Source: an optimization exercise on an open RTL-to-GDS flow (aim: small area). Production flows keep margins and buffers that such runs may drop.
For this run, only the layout was checked, not whether the RTL still works.
Power and IR drop assume default switching activity.

## flow/flow/run.sh

```bash
#!/bin/bash
# The standard layout (standard.sh) with two changes to how the layout is made:
#  - the port buffers that buffer_ports inserts are sky130_fd_sc_hd__buf_1;
#  - clock tree synthesis inserts no dummy loads;
#  - after the standard synthesis (run unchanged), combinational cells that synthesis
#    upsized are set back to their smallest drive strength (downsize.tcl); the floorplan's
#    timing repair and the later repair steps upsize again wherever timing needs it.
# Each tool's output goes to its own log file here.
set -euo pipefail
export BUFFER_PORTS_ARGS="-buffer_cell sky130_fd_sc_hd__buf_1"
export CTS_ARGS="-sink_clustering_enable -repair_clock_nets -dont_use_dummy_load"
bash standard.sh synth > synth.log 2>&1
export RESULTS=orfs/results/sky130hd/classifier_top/base
openroad -no_init -exit flow/downsize.tcl > downsize.log 2>&1
bash standard.sh finish > standard_flow.log 2>&1
```

## flow/flow/downsize.tcl

```tcl
# Set every combinational cell of the synthesized netlist to its smallest-area variant of
# the same function (e.g. nor2b_4 -> nor2b_1). Registers, buffers and tie cells are kept.
set results $::env(RESULTS)
read_db $results/1_synth.odb
read_liberty $::env(FLOW_HOME)/platforms/sky130hd/lib/sky130_fd_sc_hd__tt_025C_1v80.lib
set db [ord::get_db]
set block [[$db getChip] getBlock]
set n 0
foreach inst [$block getInsts] {
  set m [[$inst getMaster] getName]
  if {![regexp {^sky130_fd_sc_hd__([a-z0-9]+)_([0-9]+)$} $m -> base size]} { continue }
  if {[regexp {^(df|edf|sdf|dl|buf|clkbuf|clkdly|dlygate|dlymetal|conb|tap|fill|decap|diode|lpflow|probe)} $base]} { continue }
  set best $m
  set best_area [[$inst getMaster] getWidth]
  foreach s {0 1 2} {
    set cand "sky130_fd_sc_hd__${base}_$s"
    set cm [$db findMaster $cand]
    if {$cm == "NULL" || $cand == $m} { continue }
    if {[get_lib_cells -quiet $cand] == ""} { continue }
    if {[$cm getWidth] < $best_area} {
      set best $cand
      set best_area [$cm getWidth]
    }
  }
  if {$best != $m} {
    puts "[$inst getName]: $m -> $best"
    replace_cell [$inst getName] $best
    incr n
  }
}
puts "downsized $n cells"
write_db $results/1_synth.odb
```

## flow/standard.sh

```bash
#!/bin/bash
# synth_recipe.tcl (not shown) runs the flow's synth.tcl, then flattens the netlist and writes it again
# the make line also repeats each setting of config.mk as NAME=value (left out here)
make -C /OpenROAD-flow-scripts/flow DESIGN_CONFIG=/design/flow/config.mk WORK_HOME=/design/flow/orfs CLKGATE_MAP_FILE= SYNTH_SCRIPT=/design/flow/synth_recipe.tcl "${@:-finish}"
```

## flow/config.mk

```make
export PLATFORM = sky130hd
export DESIGN_NAME = classifier_top
export DESIGN_NICKNAME = classifier_top
export VERILOG_FILES = /design/flow/design.v
export SDC_FILE = /design/flow/constraint.sdc
export NUM_CORES = 4
export LEC_CHECK = 0
export CAP_MARGIN = 20
export CORE_MARGIN = 2
export CORE_UTILIZATION = 40
export GPL_TIMING_DRIVEN = 0
export SLEW_MARGIN = 20
export SYNTH_HIERARCHICAL = 1
export SYNTH_MINIMUM_KEEP_SIZE = 0
```

## flow/constraint.sdc

```tcl
create_clock -name core_clock -period 6.5 [get_ports {clk}]
set_input_delay 1.3000 -clock core_clock [delete_from_list [all_inputs] [get_ports {clk}]]
set_output_delay 1.3000 -clock core_clock [all_outputs]
set_load 0.01 [all_outputs]
```

## flow/design.v

```verilog
module classifier_top (
  input  wire clk,
  input  wire rst_n,
  input  wire signed [3:0]  x_int4,
  input  wire signed [7:0]  w_int8,
  input  wire new_feat,
  input  wire new_class,
  input  wire [2:0] class_id,
  output reg  signed [19:0] acc20,
  output reg  signed [19:0] max_score,
  output reg  [2:0] max_class
);
  wire en1;
  c_nor2b u_en1 (new_class, new_feat, en1);
  wire nxg2;
  c_nand2 u_nxg2 (x_int4[0], en1, nxg2);
  wire nxg3;
  c_nand2 u_nxg3 (x_int4[1], en1, nxg3);
  wire nxg4;
  c_nand2 u_nxg4 (x_int4[2], en1, nxg4);
  wire nxg5;
  c_nand2 u_nxg5 (x_int4[3], en1, nxg5);
  wire xg6;
  c_inv u_xg6 (nxg5, xg6);
  wire nw7;
  c_inv u_nw7 (w_int8[0], nw7);
  wire nw8;
  c_inv u_nw8 (w_int8[1], nw8);
  wire nw9;
  c_inv u_nw9 (w_int8[2], nw9);
  wire nw10;
  c_inv u_nw10 (w_int8[3], nw10);
  wire nw11;
  c_inv u_nw11 (w_int8[4], nw11);
  wire nw12;
  c_inv u_nw12 (w_int8[5], nw12);
  wire nw13;
  c_inv u_nw13 (w_int8[6], nw13);
  wire pp14;
  c_nor2 u_pp14 (nxg2, nw7, pp14);
  wire pp15;
  c_nor2 u_pp15 (nxg2, nw8, pp15);
  wire pp16;
  c_nor2 u_pp16 (nxg2, nw9, pp16);
  wire pp17;
  c_nor2 u_pp17 (nxg2, nw10, pp17);
  wire pp18;
  c_nor2 u_pp18 (nxg2, nw11, pp18);
  wire pp19;
  c_nor2 u_pp19 (nxg2, nw12, pp19);
  wire pp20;
  c_nor2 u_pp20 (nxg2, nw13, pp20);
  wire pp21;
  c_nand2b u_pp21 (nxg2, w_int8[7], pp21);
  wire pp22;
  c_nor2 u_pp22 (nxg3, nw7, pp22);
  wire pp23;
  c_nor2 u_pp23 (nxg3, nw8, pp23);
  wire pp24;
  c_nor2 u_pp24 (nxg3, nw9, pp24);
  wire pp25;
  c_nor2 u_pp25 (nxg3, nw10, pp25);
  wire pp26;
  c_nor2 u_pp26 (nxg3, nw11, pp26);
  wire pp27;
  c_nor2 u_pp27 (nxg3, nw12, pp27);
  wire pp28;
  c_nor2 u_pp28 (nxg3, nw13, pp28);
  wire pp29;
  c_nand2b u_pp29 (nxg3, w_int8[7], pp29);
  wire pp30;
  c_nor2 u_pp30 (nxg4, nw7, pp30);
  wire pp31;
  c_nor2 u_pp31 (nxg4, nw8, pp31);
  wire pp32;
  c_nor2 u_pp32 (nxg4, nw9, pp32);
  wire pp33;
  c_nor2 u_pp33 (nxg4, nw10, pp33);
  wire pp34;
  c_nor2 u_pp34 (nxg4, nw11, pp34);
  wire pp35;
  c_nor2 u_pp35 (nxg4, nw12, pp35);
  wire pp36;
  c_nor2 u_pp36 (nxg4, nw13, pp36);
  wire pp37;
  c_nand2b u_pp37 (nxg4, w_int8[7], pp37);
  wire pp38;
  c_nand2 u_pp38 (xg6, w_int8[0], pp38);
  wire pp39;
  c_nand2 u_pp39 (xg6, w_int8[1], pp39);
  wire pp40;
  c_nand2 u_pp40 (xg6, w_int8[2], pp40);
  wire pp41;
  c_nand2 u_pp41 (xg6, w_int8[3], pp41);
  wire pp42;
  c_nand2 u_pp42 (xg6, w_int8[4], pp42);
  wire pp43;
  c_nand2 u_pp43 (xg6, w_int8[5], pp43);
  wire pp44;
  c_nand2 u_pp44 (xg6, w_int8[6], pp44);
  wire pp45;
  c_nor2b u_pp45 (nxg5, w_int8[7], pp45);
  wire f46, f47;
  c_fa u_f46 (acc20[1], pp15, pp22, f46, f47);
  wire f48, f49;
  c_fa u_f48 (acc20[2], pp16, pp23, f48, f49);
  wire f50, f51;
  c_fa u_f50 (pp30, f47, f48, f50, f51);
  wire co52;
  c_nor2 u_co52 (acc20[3], pp17, co52);
  wire f53, f54;
  c_fa u_f53 (pp24, pp31, pp38, f53, f54);
  wire s55;
  c_xnor2 u_s55 (acc20[3], pp17, s55);
  wire f56, f57;
  c_fa u_f56 (s55, f49, f53, f56, f57);
  wire f58, f59;
  c_fa u_f58 (acc20[4], pp18, pp25, f58, f59);
  wire i60;
  c_inv u_i60 (co52, i60);
  wire f61, f62;
  c_fa u_f61 (pp32, pp39, i60, f61, f62);
  wire f63, f64;
  c_fa u_f63 (f54, f58, f61, f63, f64);
  wire f65, f66;
  c_fa u_f65 (acc20[5], pp19, pp26, f65, f66);
  wire f67, f68;
  c_fa u_f67 (pp33, pp40, f59, f67, f68);
  wire f69, f70;
  c_fa u_f69 (f65, f62, f67, f69, f70);
  wire f71, f72;
  c_fa u_f71 (acc20[6], pp20, pp27, f71, f72);
  wire f73, f74;
  c_fa u_f73 (pp34, pp41, f66, f73, f74);
  wire f75, f76;
  c_fa u_f75 (f71, f68, f73, f75, f76);
  wire co77;
  c_nor2 u_co77 (acc20[7], pp21, co77);
  wire f78, f79;
  c_fa u_f78 (pp28, pp35, pp42, f78, f79);
  wire s80;
  c_xnor2 u_s80 (acc20[7], pp21, s80);
  wire f81, f82;
  c_fa u_f81 (s80, f72, f78, f81, f82);
  wire f83, f84;
  c_fa u_f83 (f74, f81, f76, f83, f84);
  wire f85, f86;
  c_fa u_f85 (acc20[8], pp29, pp36, f85, f86);
  wire i87;
  c_inv u_i87 (co77, i87);
  wire f88, f89;
  c_fa u_f88 (pp43, i87, f79, f88, f89);
  wire f90, f91;
  c_fa u_f90 (f85, f82, f88, f90, f91);
  wire f92, f93;
  c_fa u_f92 (acc20[9], pp37, pp44, f92, f93);
  wire f94, f95;
  c_fa u_f94 (f86, f92, f89, f94, f95);
  wire f96, f97;
  c_fa u_f96 (acc20[10], pp45, f93, f96, f97);
  wire h98, h99;
  c_ha u_h98 (acc20[0], pp14, h98, h99);
  wire s100;
  c_xnor2 u_s100 (f46, h99, s100);
  wire cy101;
  c_nand2 u_cy101 (f46, h99, cy101);
  wire s102;
  c_xor2 u_s102 (f50, cy101, s102);
  wire cy103;
  c_nand2b u_cy103 (cy101, f50, cy103);
  wire i104;
  c_inv u_i104 (cy103, i104);
  wire f105, f106;
  c_fa u_f105 (f51, f56, i104, f105, f106);
  wire gp107, gp108;
  c_ha u_gp107 (f57, f63, gp107, gp108);
  wire s109;
  c_xnor2 u_s109 (gp107, f106, s109);
  wire cy110;
  c_a21oi u_cy110 (gp107, f106, gp108, cy110);
  wire pn111;
  c_xnor2 u_pn111 (f64, f69, pn111);
  wire gn112;
  c_nand2 u_gn112 (f64, f69, gn112);
  wire s113;
  c_xnor2 u_s113 (pn111, cy110, s113);
  wire cy114;
  c_o21ai u_cy114 (pn111, cy110, gn112, cy114);
  wire gp115, gp116;
  c_ha u_gp115 (f70, f75, gp115, gp116);
  wire s117;
  c_xnor2 u_s117 (gp115, cy114, s117);
  wire cy118;
  c_a21oi u_cy118 (gp115, cy114, gp116, cy118);
  wire s119;
  c_xor2 u_s119 (f83, cy118, s119);
  wire cy120;
  c_nand2b u_cy120 (cy118, f83, cy120);
  wire pn121;
  c_xnor2 u_pn121 (f90, f84, pn121);
  wire gn122;
  c_nand2 u_gn122 (f90, f84, gn122);
  wire s123;
  c_xnor2 u_s123 (pn121, cy120, s123);
  wire cy124;
  c_o21ai u_cy124 (pn121, cy120, gn122, cy124);
  wire gp125, gp126;
  c_ha u_gp125 (f91, f94, gp125, gp126);
  wire s127;
  c_xnor2 u_s127 (gp125, cy124, s127);
  wire cy128;
  c_a21oi u_cy128 (gp125, cy124, gp126, cy128);
  wire pn129;
  c_xnor2 u_pn129 (f96, f95, pn129);
  wire gn130;
  c_nand2 u_gn130 (f96, f95, gn130);
  wire s131;
  c_xnor2 u_s131 (pn129, cy128, s131);
  wire cy132;
  c_o21ai u_cy132 (pn129, cy128, gn130, cy132);
  wire t133;
  c_xnor2 u_t133 (f97, cy132, t133);
  wire s134;
  c_xnor2 u_s134 (acc20[11], t133, s134);
  wire fk135;
  c_xnor2 u_fk135 (acc20[11], f97, fk135);
  wire tc136;
  c_nand2 u_tc136 (t133, fk135, tc136);
  wire s137;
  c_xor2 u_s137 (acc20[12], tc136, s137);
  wire fk138;
  c_xor2 u_fk138 (acc20[12], f97, fk138);
  wire tc139;
  c_nor2 u_tc139 (tc136, fk138, tc139);
  wire s140;
  c_xnor2 u_s140 (acc20[13], tc139, s140);
  wire fk141;
  c_xnor2 u_fk141 (acc20[13], f97, fk141);
  wire tc142;
  c_nand2 u_tc142 (tc139, fk141, tc142);
  wire s143;
  c_xor2 u_s143 (acc20[14], tc142, s143);
  wire fk144;
  c_xor2 u_fk144 (acc20[14], f97, fk144);
  wire tc145;
  c_nor2 u_tc145 (tc142, fk144, tc145);
  wire s146;
  c_xnor2 u_s146 (acc20[15], tc145, s146);
  wire fk147;
  c_xnor2 u_fk147 (acc20[15], f97, fk147);
  wire tc148;
  c_nand2 u_tc148 (tc145, fk147, tc148);
  wire s149;
  c_xor2 u_s149 (acc20[16], tc148, s149);
  wire fk150;
  c_xor2 u_fk150 (acc20[16], f97, fk150);
  wire tc151;
  c_nor2 u_tc151 (tc148, fk150, tc151);
  wire s152;
  c_xnor2 u_s152 (acc20[17], tc151, s152);
  wire fk153;
  c_xnor2 u_fk153 (acc20[17], f97, fk153);
  wire tc154;
  c_nand2 u_tc154 (tc151, fk153, tc154);
  wire s155;
  c_xor2 u_s155 (acc20[18], tc154, s155);
  wire fk156;
  c_xor2 u_fk156 (acc20[18], f97, fk156);
  wire tc157;
  c_nor2 u_tc157 (tc154, fk156, tc157);
  wire s158;
  c_xnor2 u_s158 (acc20[19], tc157, s158);
  wire z159;
  c_nor2b u_z159 (new_class, h98, z159);
  wire z160;
  c_nor2 u_z160 (new_class, s100, z160);
  wire z161;
  c_nor2 u_z161 (new_class, s102, z161);
  wire z162;
  c_nor2b u_z162 (new_class, f105, z162);
  wire z163;
  c_nor2 u_z163 (new_class, s109, z163);
  wire z164;
  c_nor2 u_z164 (new_class, s113, z164);
  wire z165;
  c_nor2 u_z165 (new_class, s117, z165);
  wire z166;
  c_nor2 u_z166 (new_class, s119, z166);
  wire z167;
  c_nor2 u_z167 (new_class, s123, z167);
  wire z168;
  c_nor2 u_z168 (new_class, s127, z168);
  wire z169;
  c_nor2 u_z169 (new_class, s131, z169);
  wire z170;
  c_nor2 u_z170 (new_class, s134, z170);
  wire z171;
  c_nor2 u_z171 (new_class, s137, z171);
  wire z172;
  c_nor2 u_z172 (new_class, s140, z172);
  wire z173;
  c_nor2 u_z173 (new_class, s143, z173);
  wire z174;
  c_nor2 u_z174 (new_class, s146, z174);
  wire z175;
  c_nor2 u_z175 (new_class, s149, z175);
  wire z176;
  c_nor2 u_z176 (new_class, s152, z176);
  wire z177;
  c_nor2 u_z177 (new_class, s155, z177);
  wire z178;
  c_nor2 u_z178 (new_class, s158, z178);
  wire gt179;
  c_nor2b u_gt179 (max_score[0], acc20[0], gt179);
  wire cpx180;
  c_nor2b u_cpx180 (max_score[1], acc20[1], cpx180);
  wire cpy181;
  c_nand2b u_cpy181 (acc20[1], max_score[1], cpy181);
  wire gt182;
  c_a21oi u_gt182 (cpy181, gt179, cpx180, gt182);
  wire cpx183;
  c_nand2b u_cpx183 (max_score[2], acc20[2], cpx183);
  wire cpy184;
  c_nor2b u_cpy184 (acc20[2], max_score[2], cpy184);
  wire gt185;
  c_o21ai u_gt185 (cpy184, gt182, cpx183, gt185);
  wire cpx186;
  c_nor2b u_cpx186 (max_score[3], acc20[3], cpx186);
  wire cpy187;
  c_nand2b u_cpy187 (acc20[3], max_score[3], cpy187);
  wire gt188;
  c_a21oi u_gt188 (cpy187, gt185, cpx186, gt188);
  wire cpx189;
  c_nand2b u_cpx189 (max_score[4], acc20[4], cpx189);
  wire cpy190;
  c_nor2b u_cpy190 (acc20[4], max_score[4], cpy190);
  wire gt191;
  c_o21ai u_gt191 (cpy190, gt188, cpx189, gt191);
  wire cpx192;
  c_nor2b u_cpx192 (max_score[5], acc20[5], cpx192);
  wire cpy193;
  c_nand2b u_cpy193 (acc20[5], max_score[5], cpy193);
  wire gt194;
  c_a21oi u_gt194 (cpy193, gt191, cpx192, gt194);
  wire cpx195;
  c_nand2b u_cpx195 (max_score[6], acc20[6], cpx195);
  wire cpy196;
  c_nor2b u_cpy196 (acc20[6], max_score[6], cpy196);
  wire gt197;
  c_o21ai u_gt197 (cpy196, gt194, cpx195, gt197);
  wire cpx198;
  c_nor2b u_cpx198 (max_score[7], acc20[7], cpx198);
  wire cpy199;
  c_nand2b u_cpy199 (acc20[7], max_score[7], cpy199);
  wire gt200;
  c_a21oi u_gt200 (cpy199, gt197, cpx198, gt200);
  wire cpx201;
  c_nand2b u_cpx201 (max_score[8], acc20[8], cpx201);
  wire cpy202;
  c_nor2b u_cpy202 (acc20[8], max_score[8], cpy202);
  wire gt203;
  c_o21ai u_gt203 (cpy202, gt200, cpx201, gt203);
  wire cpx204;
  c_nor2b u_cpx204 (max_score[9], acc20[9], cpx204);
  wire cpy205;
  c_nand2b u_cpy205 (acc20[9], max_score[9], cpy205);
  wire gt206;
  c_a21oi u_gt206 (cpy205, gt203, cpx204, gt206);
  wire cpx207;
  c_nand2b u_cpx207 (max_score[10], acc20[10], cpx207);
  wire cpy208;
  c_nor2b u_cpy208 (acc20[10], max_score[10], cpy208);
  wire gt209;
  c_o21ai u_gt209 (cpy208, gt206, cpx207, gt209);
  wire cpx210;
  c_nor2b u_cpx210 (max_score[11], acc20[11], cpx210);
  wire cpy211;
  c_nand2b u_cpy211 (acc20[11], max_score[11], cpy211);
  wire gt212;
  c_a21oi u_gt212 (cpy211, gt209, cpx210, gt212);
  wire cpx213;
  c_nand2b u_cpx213 (max_score[12], acc20[12], cpx213);
  wire cpy214;
  c_nor2b u_cpy214 (acc20[12], max_score[12], cpy214);
  wire gt215;
  c_o21ai u_gt215 (cpy214, gt212, cpx213, gt215);
  wire cpx216;
  c_nor2b u_cpx216 (max_score[13], acc20[13], cpx216);
  wire cpy217;
  c_nand2b u_cpy217 (acc20[13], max_score[13], cpy217);
  wire gt218;
  c_a21oi u_gt218 (cpy217, gt215, cpx216, gt218);
  wire cpx219;
  c_nand2b u_cpx219 (max_score[14], acc20[14], cpx219);
  wire cpy220;
  c_nor2b u_cpy220 (acc20[14], max_score[14], cpy220);
  wire gt221;
  c_o21ai u_gt221 (cpy220, gt218, cpx219, gt221);
  wire cpx222;
  c_nor2b u_cpx222 (max_score[15], acc20[15], cpx222);
  wire cpy223;
  c_nand2b u_cpy223 (acc20[15], max_score[15], cpy223);
  wire gt224;
  c_a21oi u_gt224 (cpy223, gt221, cpx222, gt224);
  wire cpx225;
  c_nand2b u_cpx225 (max_score[16], acc20[16], cpx225);
  wire cpy226;
  c_nor2b u_cpy226 (acc20[16], max_score[16], cpy226);
  wire gt227;
  c_o21ai u_gt227 (cpy226, gt224, cpx225, gt227);
  wire cpx228;
  c_nor2b u_cpx228 (max_score[17], acc20[17], cpx228);
  wire cpy229;
  c_nand2b u_cpy229 (acc20[17], max_score[17], cpy229);
  wire gt230;
  c_a21oi u_gt230 (cpy229, gt227, cpx228, gt230);
  wire cpx231;
  c_nand2b u_cpx231 (max_score[18], acc20[18], cpx231);
  wire cpy232;
  c_nor2b u_cpy232 (acc20[18], max_score[18], cpy232);
  wire gt233;
  c_o21ai u_gt233 (cpy232, gt230, cpx231, gt233);
  wire cpx234;
  c_nor2b u_cpx234 (acc20[19], max_score[19], cpx234);
  wire cpy235;
  c_nand2b u_cpy235 (max_score[19], acc20[19], cpy235);
  wire gt236;
  c_a21oi u_gt236 (cpy235, gt233, cpx234, gt236);
  wire upd237;
  c_nor2b u_upd237 (gt236, new_class, upd237);
  wire updn238;
  c_nand2b u_updn238 (gt236, new_class, updn238);
  wire md239;
  c_a22o u_md239 (upd237, acc20[0], updn238, max_score[0], md239);
  wire md240;
  c_a22o u_md240 (upd237, acc20[3], updn238, max_score[3], md240);
  wire md241;
  c_a22o u_md241 (upd237, acc20[6], updn238, max_score[6], md241);
  wire md242;
  c_a22o u_md242 (upd237, acc20[9], updn238, max_score[9], md242);
  wire md243;
  c_a22o u_md243 (upd237, acc20[12], updn238, max_score[12], md243);
  wire md244;
  c_a22o u_md244 (upd237, acc20[15], updn238, max_score[15], md244);
  wire md245;
  c_a22o u_md245 (upd237, acc20[18], updn238, max_score[18], md245);
  wire md246;
  c_a22o u_md246 (upd237, class_id[1], updn238, max_class[1], md246);
  wire upd247;
  c_nor2b u_upd247 (gt236, new_class, upd247);
  wire updn248;
  c_nand2b u_updn248 (gt236, new_class, updn248);
  wire md249;
  c_a22o u_md249 (upd247, acc20[1], updn248, max_score[1], md249);
  wire md250;
  c_a22o u_md250 (upd247, acc20[4], updn248, max_score[4], md250);
  wire md251;
  c_a22o u_md251 (upd247, acc20[7], updn248, max_score[7], md251);
  wire md252;
  c_a22o u_md252 (upd247, acc20[10], updn248, max_score[10], md252);
  wire md253;
  c_a22o u_md253 (upd247, acc20[13], updn248, max_score[13], md253);
  wire md254;
  c_a22o u_md254 (upd247, acc20[16], updn248, max_score[16], md254);
  wire md255;
  c_a22o u_md255 (upd247, acc20[19], updn248, max_score[19], md255);
  wire md256;
  c_a22o u_md256 (upd247, class_id[2], updn248, max_class[2], md256);
  wire upd257;
  c_nor2b u_upd257 (gt236, new_class, upd257);
  wire updn258;
  c_nand2b u_updn258 (gt236, new_class, updn258);
  wire md259;
  c_a22o u_md259 (upd257, acc20[2], updn258, max_score[2], md259);
  wire md260;
  c_a22o u_md260 (upd257, acc20[5], updn258, max_score[5], md260);
  wire md261;
  c_a22o u_md261 (upd257, acc20[8], updn258, max_score[8], md261);
  wire md262;
  c_a22o u_md262 (upd257, acc20[11], updn258, max_score[11], md262);
  wire md263;
  c_a22o u_md263 (upd257, acc20[14], updn258, max_score[14], md263);
  wire md264;
  c_a22o u_md264 (upd257, acc20[17], updn258, max_score[17], md264);
  wire md265;
  c_a22o u_md265 (upd257, class_id[0], updn258, max_class[0], md265);
  wire [19:0] acc_d = {z178, z177, z176, z175, z174, z173, z172, z171, z170, z169, z168, z167, z166, z165, z164, z163, z162, z161, z160, z159};
  wire [19:0] max_d = {md255, md245, md264, md254, md244, md263, md253, md243, md262, md252, md242, md261, md251, md241, md260, md250, md240, md259, md249, md239};
  wire [2:0] cls_d = {md256, md246, md265};
  always @(posedge clk or negedge rst_n) begin
    if (!rst_n) begin
      acc20     <= 20'd0;
      max_score <= 20'd0;
      max_class <= 3'd0;
    end else begin
      acc20     <= acc_d;
      max_score <= max_d;
      max_class <= cls_d;
    end
  end
endmodule
module c_a21oi (input a1, input a2, input b1, output y);
  assign y = ~((a1 & a2) | b1);
endmodule
module c_a22o (input a1, input a2, input b1, input b2, output y);
  assign y = (a1 & a2) | (b1 & b2);
endmodule
module c_fa (input a, input b, input c, output s, output co);
  assign s = a ^ b ^ c;
  assign co = (a & b) | (a & c) | (b & c);
endmodule
module c_ha (input a, input b, output s, output co);
  assign s = a ^ b;
  assign co = a & b;
endmodule
module c_inv (input a, output y);
  assign y = ~a;
endmodule
module c_nand2 (input a, input b, output y);
  assign y = ~(a & b);
endmodule
module c_nand2b (input an, input b, output y);
  assign y = an | ~b;
endmodule
module c_nor2 (input a, input b, output y);
  assign y = ~(a | b);
endmodule
module c_nor2b (input a, input bn, output y);
  assign y = ~a & bn;
endmodule
module c_o21ai (input a1, input a2, input b1, output y);
  assign y = ~((a1 | a2) & b1);
endmodule
module c_xnor2 (input a, input b, output y);
  assign y = ~(a ^ b);
endmodule
module c_xor2 (input a, input b, output y);
  assign y = a ^ b;
endmodule
```

==> run notes <==
Status: finished clean
Number of I/O pins: 62
Placed cell count: 438
DRT Pass-1 Iters: 4
Grt total ovfl: 0
N_diodes: 0
Filler-free cell count of the finished design: 444
Total GRT Usage: 17.3%
Clk sinks: 43
Vias in the first global route: 2135
VDD IR-drop max: 212 uV
Layout Cell Area excl Fill: 0.00331 sq mm
TritonCTS Buffers: 5
Placed inst area: 0.00320 sq mm
Input/output buffers: 61
Worst-margin pin slew: 0.806 ns
Initial antenna violation count: 0
Sequential share of power: 29.5%
WL final: 6210 um
Cell mode on critical path: nor2_1
HP Class: reg2reg
Wirelength per Cell: 14.0 um
P_sw: 0.000743 W
Root Buffer: clkbuf_8
Power per cell area: 494 mW/mm^2
Clock Latency Late Sink: 0.29 ns
Syn Nets: 327
Routed Antenna Nets: 0
Sw frac: 45.4%
Req. time, crit path: 6.67 ns
CTS tree: done
GP Congestion: 0.735
DP Wirelength: 4810 um
Internal power: 0.000891 W
Syn_area_per_cell: 10.1 sq um
Die Area: 0.00777 sq mm
Pins Over Slew Limit: 0
Period utilisation layout: 91.1%
Slowest stage delay, CP: 0.48 ns
Final core occ: 48.4%
Pwr Total: 0.00163 W
Setup crit end kind: register
Global-route wire length before repair: 10300 um
Tmin final: 5.92 ns
Synth warnings: 7
Residual DRC: 0
Core Rows: 30
Unrepaired setup endpoints after global routing: false
Via Count: 2165
Post-Syn Area: 0.00283 sq mm
Core area: 0.00683 sq mm
Hold-fix buffers at CTS: 0
Final Setup Violations: 0
Worst-path clk slew: 0.08 ns
Slowest CP cell: fa_1
Kind of critical path: in2reg
Initial Util: 41.5%
Cells after synthesis: 280
Die height: 88.2 um
Clock tree buffer depth: 2
Via density per instance: 4.88
Comb pwr share: 61.1%
Lkg Pwr: 1.45 nW
Final #Nets: 397
P&R area growth vs syn: 16.8%
Crit path DAT: 6.09 ns
Clock skew: 0.00996 ns
Share of layout cells above drive strength 1: 4.60%
Clock Power Share: 9.4%
Max-cap violations: 0
Largest net degree at the start of global routing: 28
Rel. slew slack: 46.1%
Htree depth: 2
Final hold vios: 0
Worst-path fanout max: 27
Initial DRC count: 116
Die W: 88.2 um
CP startpoint kind: input pin
Fmax achieved: 169 MHz
cell usage in the layout, fill, tap and decap left out:
cell type and count:
buf_12 1, inv_1 11, nor2b_1 26, ha_1 4, a21oi_2 3, o21ai_1 12, fa_1 24, buf_4 2
xnor2_1 22, nor2b_4 1, xor2_1 10, a22o_1 23, clkbuf_8 5, buf_1 59, nand2b_1 27, dfrtp_1 43
nand2_2 3, nand2_1 16, nor2_1 45, a21oi_1 10, buf_2 1
flip-flops by register name, summed over array words and instances (netlist names):
register and flops:
max_class 3, max_score 20, acc20 20
power by group through the flow:
| stage | Sequential (W) | Clock, W | Combinational, W |
|---|---|---|---|
| after floorplan | 0.000507 | 0 | 0.000697 |
| after global placement | 0.000486 | 0 | 0.000958 |
| after detailed placement | 0.000490 | 0 | 0.000977 |
| after CTS | 0.000485 | 0.000156 | 0.000981 |
| after global routing | 0.000504 | 0.000166 | 0.00114 |
| final | 0.000482 | 0.000153 | 0.000999 |
path summary, 6_finish.rpt:
path	start	endpoint	slack [ns]	cells after the start
worst max-delay path	new_class	acc20[19]$_DFF_PN0_	0.58	27
worst min-delay path	max_class[2]$_DFF_PN0_	max_class[2]$_DFF_PN0_	0.50	1
worst max register to register	acc20[2]$_DFF_PN0_	acc20[19]$_DFF_PN0_	1.75	23
worst min register to register	max_class[2]$_DFF_PN0_	max_class[2]$_DFF_PN0_	0.50	1
max in group asynchronous	rst_n	max_score[6]$_DFF_PN0_	5.06	2
min in group asynchronous	rst_n	max_score[1]$_DFF_PN0_	0.95	1
critical path, delay by kind of cell:
kind / cells / cell delay [ns]
xor+xnor: 2 / 0.32
compound gates: 6 / 0.90
fa+ha+maj: 3 / 1.34
buf+inv: 2 / 0.26
simple gates: 14 / 1.96
stage by stage:
step / setup slack [ns] / setup TNS, ns / hold WS [ns]
after global routing: 0.0182 / 0 / 0.512
after detailed placement: -0.285 / -0.473 / 0.486
after global placement: -0.715 / -2.45 / 0.476
after floorplan: 0.767 / 0 / 0.532
after CTS: 0.00655 / 0 / 0.505
final: 0.577 / 0 / 0.498
cell type report:
class,instances,area [sq um]
timing repair buffer,63,262
fill,679,3520
inverter,11,41.3
multi-input combinational,226,1740
tap,96,120
sequential,43,1080
clock buffer,5,68.8
per-layer routing:
metal / track usage, % / vias to the layer above / routed length, um
met2: 27.8 / 40 / 3030
met1: 24.3 / 1074 / 2880
met5: 0 / - / 0
met4: 3.72 / 0 / 28
li1: - / 1049 / -
met3: 3.68 / 2 / 269
repair_timing:
item,4_1_cts,5_1_grt
endpoints found under the hold margin,0,0
gates resized for setup,0,10
endpoints found under the setup margin,0,5
buffers inserted,0,1

-- port drivers added, routing unchanged --
How much do the figures lean on ideal ports? The routed layout below was timed once more, with nothing changed but the port constraints. Step 1 sets driving cells, clkbuf_16 on the clock port and buf_2 on the other inputs (assumed; they add their load-dependent delay and slew). Step 2 also shifts input and output timing later by t, the mid clock arrival at the registers, as if the neighbouring blocks saw the same clock. a / b / c = no drivers / after step 1 / after step 2; a / b = the first two.
t, ns: 0.318
setup WS [ns]: 0.577 / 0.582 / 0.264
worst setup path after step 2: input to register
worst data-port slew with drivers (ns): 0.03
pins driven straight from the clock port: 1
After both steps this run still meets setup and hold. The setup slack of this run moves by +0.005 ns with the drivers and by -0.313 ns with both steps.
